This is an optimization exercise on Yosys and OpenROAD, whose aim is small area, a short achievable clock period and few clock cycles, not a production implementation.

## onyx
==> module gcd3_top, before the edit <==
module gcd3_top (
    input  wire        clk,
    input  wire        reset,
    input  wire        start,
    input  wire [15:0] A,
    input  wire [15:0] B,
    input  wire [15:0] C,
    output wire        valid,
    output wire [15:0] D
);
    localparam IDLE = 3'd0, P0 = 3'd1, P1 = 3'd2, P2 = 3'd3, SHL = 3'd4, ZERO = 3'd5;
    reg [2:0]  state;
    reg [15:0] a;
    reg [16:0] b;
    reg        nb;       
    wire [15:0] x    = A | B | C;
    wire        zero = ~|A | ~|B | ~|C;
    wire        idle = (state == IDLE);
    wire        p0   = (state == P0);
    wire        p1   = (state == P1);
    wire        p2   = (state == P2);
    wire        shl  = (state == SHL);
    wire        zst  = (state == ZERO);      
    wire [15:0] mb   = {b[15:1] ^ {15{b[16]}}, b[0]};
    wire        tz   = a[0] & b[0] & ((a[15:1] ^ b[15:1]) == {15{b[16]}});   
    wire        a1   = (a == 16'd1);
    wire        swap = (a[15:1] >= mb[15:1]);                               
    wire [16:0] bn   = {b[16:1] ^ {16{nb}}, b[0]};         
    wire [17:0] t    = {2'b00, a} + {bn[16], bn};
    wire load_p1 = p0 & b[0];
    wire load_p2 = p1 & tz & ~a1;
    wire done    = (p1 & a1) | (p2 & (tz | a1));
    wire step    = (p1 | p2) & b[0] & ~tz & ~a1;
    wire        odd  = (p1 | p2) & b[0] & ~a1;
    wire        shx  = done & ~x[0];
    wire        sh1  = shl | shx;
    wire [16:0] w    = ({17{odd}}                           & {t[17], t[17:2]})
                     | ({17{idle & ~A[0]}}                  & {1'b0, A})
                     | ({17{load_p1 | idle & A[0]}}         & {1'b0, B})
                     | ({17{load_p2}}                       & {1'b0, C})
                     | ({17{shx}}                           & {1'b0, x})
                     | ({17{~idle & ~b[0] & ~shx}}          & b);
    wire        s2   = ~w[0] & ~w[1] & ~sh1;
    wire [16:0] w2   = s2 ? {{2{w[16]}}, w[16:2]} : w;
    wire [16:0] sw   = w2[0] ? w2 : {w2[16], w2[16:1]};
    wire        a_b   = load_p1 | (step & swap);
    wire        an1   = idle ? A[1] : (load_p1 | (odd & swap)) ? mb[1] : a[1];
    wire        neg   = (~idle | A[0]) & sw[0] & ~(sw[1] ^ an1);
    always @(posedge clk) begin
        b  <= sw;
        nb <= neg;
    end
    wire        a_shl = shx | (shl & ~b[0]);
    wire        a_in  = idle & start & A[0] & ~zero;
    always @(posedge clk)
        a <= ({16{a_b}} & mb) | ({16{a_shl}} & {a[14:0], 1'b0}) | ({16{a_in}} & A)
           | ({16{~a_b & ~a_shl & ~(idle & start)}} & a);
    assign valid = (shl & b[0]) | (done & x[0]) | zst;
    assign D     = a;
    always @(posedge clk) begin
        if (reset) begin
            state <= IDLE;
        end else begin
            case (state)
                IDLE: if (start) state <= zero ? ZERO : A[0] ? P1 : P0;
                ZERO: state <= IDLE;
                P0:   if (b[0]) state <= P1;
                SHL:  if (b[0]) state <= IDLE;
                default: begin  
                    if (load_p2) state <= P2;
                    else if (done) state <= x[0] ? IDLE : SHL;
                end
            endcase
        end
    end
endmodule
export LEC_CHECK = 0
export CAP_MARGIN = 20
export CORE_MARGIN = 2
export CORE_UTILIZATION = 40
export SLEW_MARGIN = 20
create_clock -name core_clock -period 3.5 [get_ports {clk}]
standard.sh (not shown) runs the stock make flow with config.mk's settings and CLKGATE_MAP_FILE= SYNTH_SCRIPT=/design/flow/synth_recipe.tcl, a recipe that flattens the netlist after the stock synthesis.
==> flow/flow/run.sh <==
#!/bin/bash
set -euo pipefail
export BUFFER_PORTS_ARGS="-buffer_cell sky130_fd_sc_hd__buf_2"
bash standard.sh > standard_make.log 2>&1
onyx: done, clean on timing, DRC and antenna
Relative to onyx, the following input files were edited for raven:
-- flow/design.v --
<<< onyx, line 14
    reg [16:0] b;
    reg        nb;       
    wire [15:0] x    = A | B | C;
    wire        zero = ~|A | ~|B | ~|C;
>>> raven, line 14
    reg [16:0] b;
    reg        nb;       
    reg        a1;       
    wire [15:0] x    = A | B | C;
    wire        zero = ~|A | ~|B | ~|C;
<<< onyx, line 24
    wire [15:0] mb   = {b[15:1] ^ {15{b[16]}}, b[0]};
    wire        tz   = a[0] & b[0] & ((a[15:1] ^ b[15:1]) == {15{b[16]}});   
    wire        a1   = (a == 16'd1);
    wire        swap = (a[15:1] >= mb[15:1]);                               
    wire [16:0] bn   = {b[16:1] ^ {16{nb}}, b[0]};         
>>> raven, line 25
    wire [15:0] mb   = {b[15:1] ^ {15{b[16]}}, b[0]};
    wire        tz   = a[0] & b[0] & ((a[15:1] ^ b[15:1]) == {15{b[16]}});   
    wire        b1   = b[0] & ((b[15:1] ^ {15{b[16]}}) == 15'd0);    
    wire        swap = (a[15:1] >= mb[15:1]);                               
    wire [16:0] bn   = {b[16:1] ^ {16{nb}}, b[0]};         
<<< onyx, line 56
        a <= ({16{a_b}} & mb) | ({16{a_shl}} & {a[14:0], 1'b0}) | ({16{a_in}} & A)
           | ({16{~a_b & ~a_shl & ~(idle & start)}} & a);
    assign valid = (shl & b[0]) | (done & x[0]) | zst;
    assign D     = a;
    always @(posedge clk) begin
        if (reset) begin
>>> raven, line 57
        a <= ({16{a_b}} & mb) | ({16{a_shl}} & {a[14:0], 1'b0}) | ({16{a_in}} & A)
           | ({16{~a_b & ~a_shl & ~(idle & start)}} & a);
    always @(posedge clk)
        a1 <= (a_b & b1) | (a_in & (A == 16'd1)) | (~a_b & ~a_shl & ~(idle & start) & a1);
    wire        rb1   = (p1 | p2) & b1;
    assign valid = (shl & b[0]) | ((done | rb1) & x[0]) | zst;
    assign D     = {a[15:1] & ~{15{rb1}}, a[0] | rb1};
    always @(posedge clk) begin
        if (reset) begin
<<< onyx, line 70
                    if (load_p2) state <= P2;
                    else if (done) state <= x[0] ? IDLE : SHL;
                end
            endcase
>>> raven, line 74
                    if (load_p2) state <= P2;
                    else if (done) state <= x[0] ? IDLE : SHL;
                    else if (rb1 & x[0]) state <= IDLE;
                end
            endcase
[summary]
Going from onyx to raven, register clock-pin slew on the reported worst setup and hold paths shows no meaningful change; routed wire length shows an increase of 1.5 mm. Sort raven and onyx by chip height, descending, and raven comes first. Compare raven and onyx | register fraction of the total cell area lower: raven. raven against onyx; number of buffers other than clock buffers in the final layout is down by a few percent.
No functional check of the RTL was part of any run of this note.

* * *

The RTL this note starts from:
==> flow/design.v <==
module gcd3_top (
    input  wire        clk,
    input  wire        reset,
    input  wire        start,
    input  wire [15:0] A,
    input  wire [15:0] B,
    input  wire [15:0] C,
    output wire        valid,
    output wire [15:0] D
);
    localparam IDLE = 3'd0, P0 = 3'd1, P1 = 3'd2, P2 = 3'd3, SHL = 3'd4, ZERO = 3'd5;
    reg [2:0]  state;
    reg [15:0] a;
    reg [16:0] b;
    reg        nb;       
    reg        a1;       
    reg        lb;       
    wire [15:0] x    = A | B | C;
    wire        zero = ~|A | ~|B | ~|C;
    wire        idle = (state == IDLE);
    wire        p0   = (state == P0);
    wire        p1   = (state == P1);
    wire        p2   = (state == P2);
    wire        shl  = (state == SHL);
    wire        zst  = (state == ZERO);      
    wire [15:0] mb   = {b[15:1] ^ {15{b[16]}}, b[0]};
    wire        tz   = a[0] & b[0] & ((a[15:1] ^ b[15:1]) == {15{b[16]}});   
    wire        b1   = b[0] & ((b[15:1] ^ {15{b[16]}}) == 15'd0);    
    wire        swap = (a[15:1] >= mb[15:1]);                               
    wire [16:0] bn   = {b[16:1] ^ {16{nb}}, b[0]};         
    wire [17:0] t    = {2'b00, a} + {bn[16], bn};
    wire load_p1 = p0 & b[0];
    wire load_p2 = p1 & tz & ~a1;
    wire done    = (p1 & a1) | (p2 & (tz | a1));
    wire step    = (p1 | p2) & b[0] & ~tz & ~a1;
    wire        odd  = (p1 | p2) & b[0] & ~a1;
    wire        shx  = done & ~x[0];
    wire        sh1  = shl | shx;
    wire [16:0] w    = ({17{odd}}                           & {t[17], t[17:2]})
                     | ({17{idle & ~A[0]}}                  & {1'b0, A})
                     | ({17{load_p1 | idle & A[0] | load_p2 & lb}} & {1'b0, B})
                     | ({17{load_p2 & ~lb}}                 & {1'b0, C})
                     | ({17{shx}}                           & {1'b0, x})
                     | ({17{~idle & ~b[0] & ~shx}}          & b);
    wire        s2   = ~w[0] & ~w[1] & ~sh1;
    wire [16:0] w2   = s2 ? {{2{w[16]}}, w[16:2]} : w;
    wire [16:0] sw   = w2[0] ? w2 : {w2[16], w2[16:1]};
    wire        a_b   = load_p1 | (step & swap);
    wire [15:0] av    = A[0] ? A : B[0] ? B : C;
    wire        an1   = idle ? av[1] : (load_p1 | (odd & swap)) ? mb[1] : a[1];
    wire        neg   = (~idle | x[0]) & sw[0] & ~(sw[1] ^ an1);
    always @(posedge clk) begin
        b  <= sw;
        nb <= neg;
    end
    wire        a_shl = shx | (shl & ~b[0]);
    wire        a_in  = idle & start & x[0] & ~zero;
    always @(posedge clk)
        a <= ({16{a_b}} & mb) | ({16{a_shl}} & {a[14:0], 1'b0}) | ({16{a_in}} & av)
           | ({16{~a_b & ~a_shl & ~(idle & start)}} & a);
    always @(posedge clk)
        a1 <= (a_b & b1) | (a_in & (av == 16'd1)) | (~a_b & ~a_shl & ~(idle & start) & a1);
    wire        rb1   = (p1 | p2) & b1;
    assign valid = (shl & b[0]) | ((done | rb1) & x[0]) | zst;
    assign D     = {a[15:1] & ~{15{rb1}}, a[0] | rb1};
    always @(posedge clk) begin
        if (reset) begin
            state <= IDLE;
        end else begin
            case (state)
                IDLE: if (start) begin
                    state <= zero ? ZERO : x[0] ? P1 : P0;
                    lb    <= ~A[0] & ~B[0] & C[0];
                end
                ZERO: state <= IDLE;
                P0:   if (b[0]) state <= P1;
                SHL:  if (b[0]) state <= IDLE;
                default: begin  
                    if (load_p2) state <= P2;
                    else if (done) state <= x[0] ? IDLE : SHL;
                    else if (rb1 & x[0]) state <= IDLE;
                end
            endcase
        end
    end
endmodule
clock: 3.5 ns
lec_check: 0
cap_margin: 20
core_margin: 2
core_utilization: 40
slew_margin: 20
Scripts as last shown in full above: flow/flow/run.sh
The starting point went through all stages and came out clean.
Edit:
--- a/flow/design.v
+++ b/flow/design.v
@@ -15,5 +15,4 @@
     reg        nb;       
     reg        a1;       
-    reg        lb;       
     wire [15:0] x    = A | B | C;
     wire        zero = ~|A | ~|B | ~|C;
@@ -29,5 +28,10 @@
     wire        swap = (a[15:1] >= mb[15:1]);                               
     wire [16:0] bn   = {b[16:1] ^ {16{nb}}, b[0]};         
-    wire [17:0] t    = {2'b00, a} + {bn[16], bn};
+    wire [17:0] ta   = {2'b00, a};
+    wire [17:0] tb   = {bn[16], bn};
+    wire [9:0]  tlo  = {1'b0, ta[8:0]} + {1'b0, tb[8:0]};
+    wire [8:0]  thi0 = ta[17:9] + tb[17:9];
+    wire [8:0]  thi1 = ta[17:9] + tb[17:9] + 9'd1;
+    wire [17:0] t    = {tlo[9] ? thi1 : thi0, tlo[8:0]};
     wire load_p1 = p0 & b[0];
     wire load_p2 = p1 & tz & ~a1;
@@ -39,6 +43,6 @@
     wire [16:0] w    = ({17{odd}}                           & {t[17], t[17:2]})
                      | ({17{idle & ~A[0]}}                  & {1'b0, A})
-                     | ({17{load_p1 | idle & A[0] | load_p2 & lb}} & {1'b0, B})
-                     | ({17{load_p2 & ~lb}}                 & {1'b0, C})
+                     | ({17{load_p1 | idle & A[0]}}         & {1'b0, B})
+                     | ({17{load_p2}}                       & {1'b0, C})
                      | ({17{shx}}                           & {1'b0, x})
                      | ({17{~idle & ~b[0] & ~shx}}          & b);
@@ -47,7 +51,6 @@
     wire [16:0] sw   = w2[0] ? w2 : {w2[16], w2[16:1]};
     wire        a_b   = load_p1 | (step & swap);
-    wire [15:0] av    = A[0] ? A : B[0] ? B : C;
-    wire        an1   = idle ? av[1] : (load_p1 | (odd & swap)) ? mb[1] : a[1];
-    wire        neg   = (~idle | x[0]) & sw[0] & ~(sw[1] ^ an1);
+    wire        an1   = idle ? A[1] : (load_p1 | (odd & swap)) ? mb[1] : a[1];
+    wire        neg   = (~idle | A[0]) & sw[0] & ~(sw[1] ^ an1);
     always @(posedge clk) begin
         b  <= sw;
@@ -55,13 +58,12 @@
     end
     wire        a_shl = shx | (shl & ~b[0]);
-    wire        a_in  = idle & start & x[0] & ~zero;
+    wire        a_in  = idle & start & A[0] & ~zero;
     always @(posedge clk)
-        a <= ({16{a_b}} & mb) | ({16{a_shl}} & {a[14:0], 1'b0}) | ({16{a_in}} & av)
+        a <= ({16{a_b}} & mb) | ({16{a_shl}} & {a[14:0], 1'b0}) | ({16{a_in}} & A)
            | ({16{~a_b & ~a_shl & ~(idle & start)}} & a);
     always @(posedge clk)
-        a1 <= (a_b & b1) | (a_in & (av == 16'd1)) | (~a_b & ~a_shl & ~(idle & start) & a1);
-    wire        rb1   = (p1 | p2) & b1;
-    assign valid = (shl & b[0]) | ((done | rb1) & x[0]) | zst;
-    assign D     = {a[15:1] & ~{15{rb1}}, a[0] | rb1};
+        a1 <= (a_b & b1) | (a_in & (A == 16'd1)) | (~a_b & ~a_shl & ~(idle & start) & a1);
+    assign valid = (shl & b[0]) | (done & x[0]) | zst;
+    assign D     = a;
     always @(posedge clk) begin
         if (reset) begin
@@ -69,8 +71,5 @@
         end else begin
             case (state)
-                IDLE: if (start) begin
-                    state <= zero ? ZERO : x[0] ? P1 : P0;
-                    lb    <= ~A[0] & ~B[0] & C[0];
-                end
+                IDLE: if (start) state <= zero ? ZERO : A[0] ? P1 : P0;
                 ZERO: state <= IDLE;
                 P0:   if (b[0]) state <= P1;
@@ -79,5 +78,4 @@
                     if (load_p2) state <= P2;
                     else if (done) state <= x[0] ? IDLE : SHL;
-                    else if (rb1 & x[0]) state <= IDLE;
                 end
             endcase
Outcome:
- cell count drops by 6.6%
- maximum frequency is about the same
- design area went down by 4.2%
- core utilization goes up by 0.44 points
- first-iteration DRC count shrinks by 15%
- setup slack gets better by 10 ps
- worst hold slack got worse by 31 ps
- clock skew rose by 8.8 ps
- clock-buffer cell count does not change
- synthesized area went down by 4.6%
No run of this note included a check of the RTL's function; only the layout flow was run.

[afterwards: timing with drivers on the ports]
No port has a modelled driver above. Below, the same layouts with a new extraction and two added sets of constraints. Step 1 assumes that a clkbuf_16 drives the clock port and a buf_2 every other input. Step 2 adds t to the input delays and takes it off the output delays; t is the mean of the earliest and latest rising clock arrival at the registers after step 1. Input paths then give back, and output paths get back, about the clock's delay inside the block. a / b / c = no drivers / after step 1 / after step 2; a / b = the first two.
run	t (ns)	setup slack, ns	worst setup path at the end	worst data-port slew with drivers (ns)
onyx	0.335	0.191 / 0.154 / 0.202	register to register	0.03
raven	0.321	0.154 / 0.119 / 0.064	input to register	0.04
the first run of note 2	0.327	0.098 / 0.055 / 0.107	register to register	0.04
the second run of note 2	0.337	0.108 / 0.075 / -0.136	input to register	0.04
With both steps, setup timing fails in the second run of note 2, where it was met with ideal ports. For the second run of note 2, which loses most, drivers alone change the setup slack by -0.033 ns; drivers and shift together by -0.244 ns.
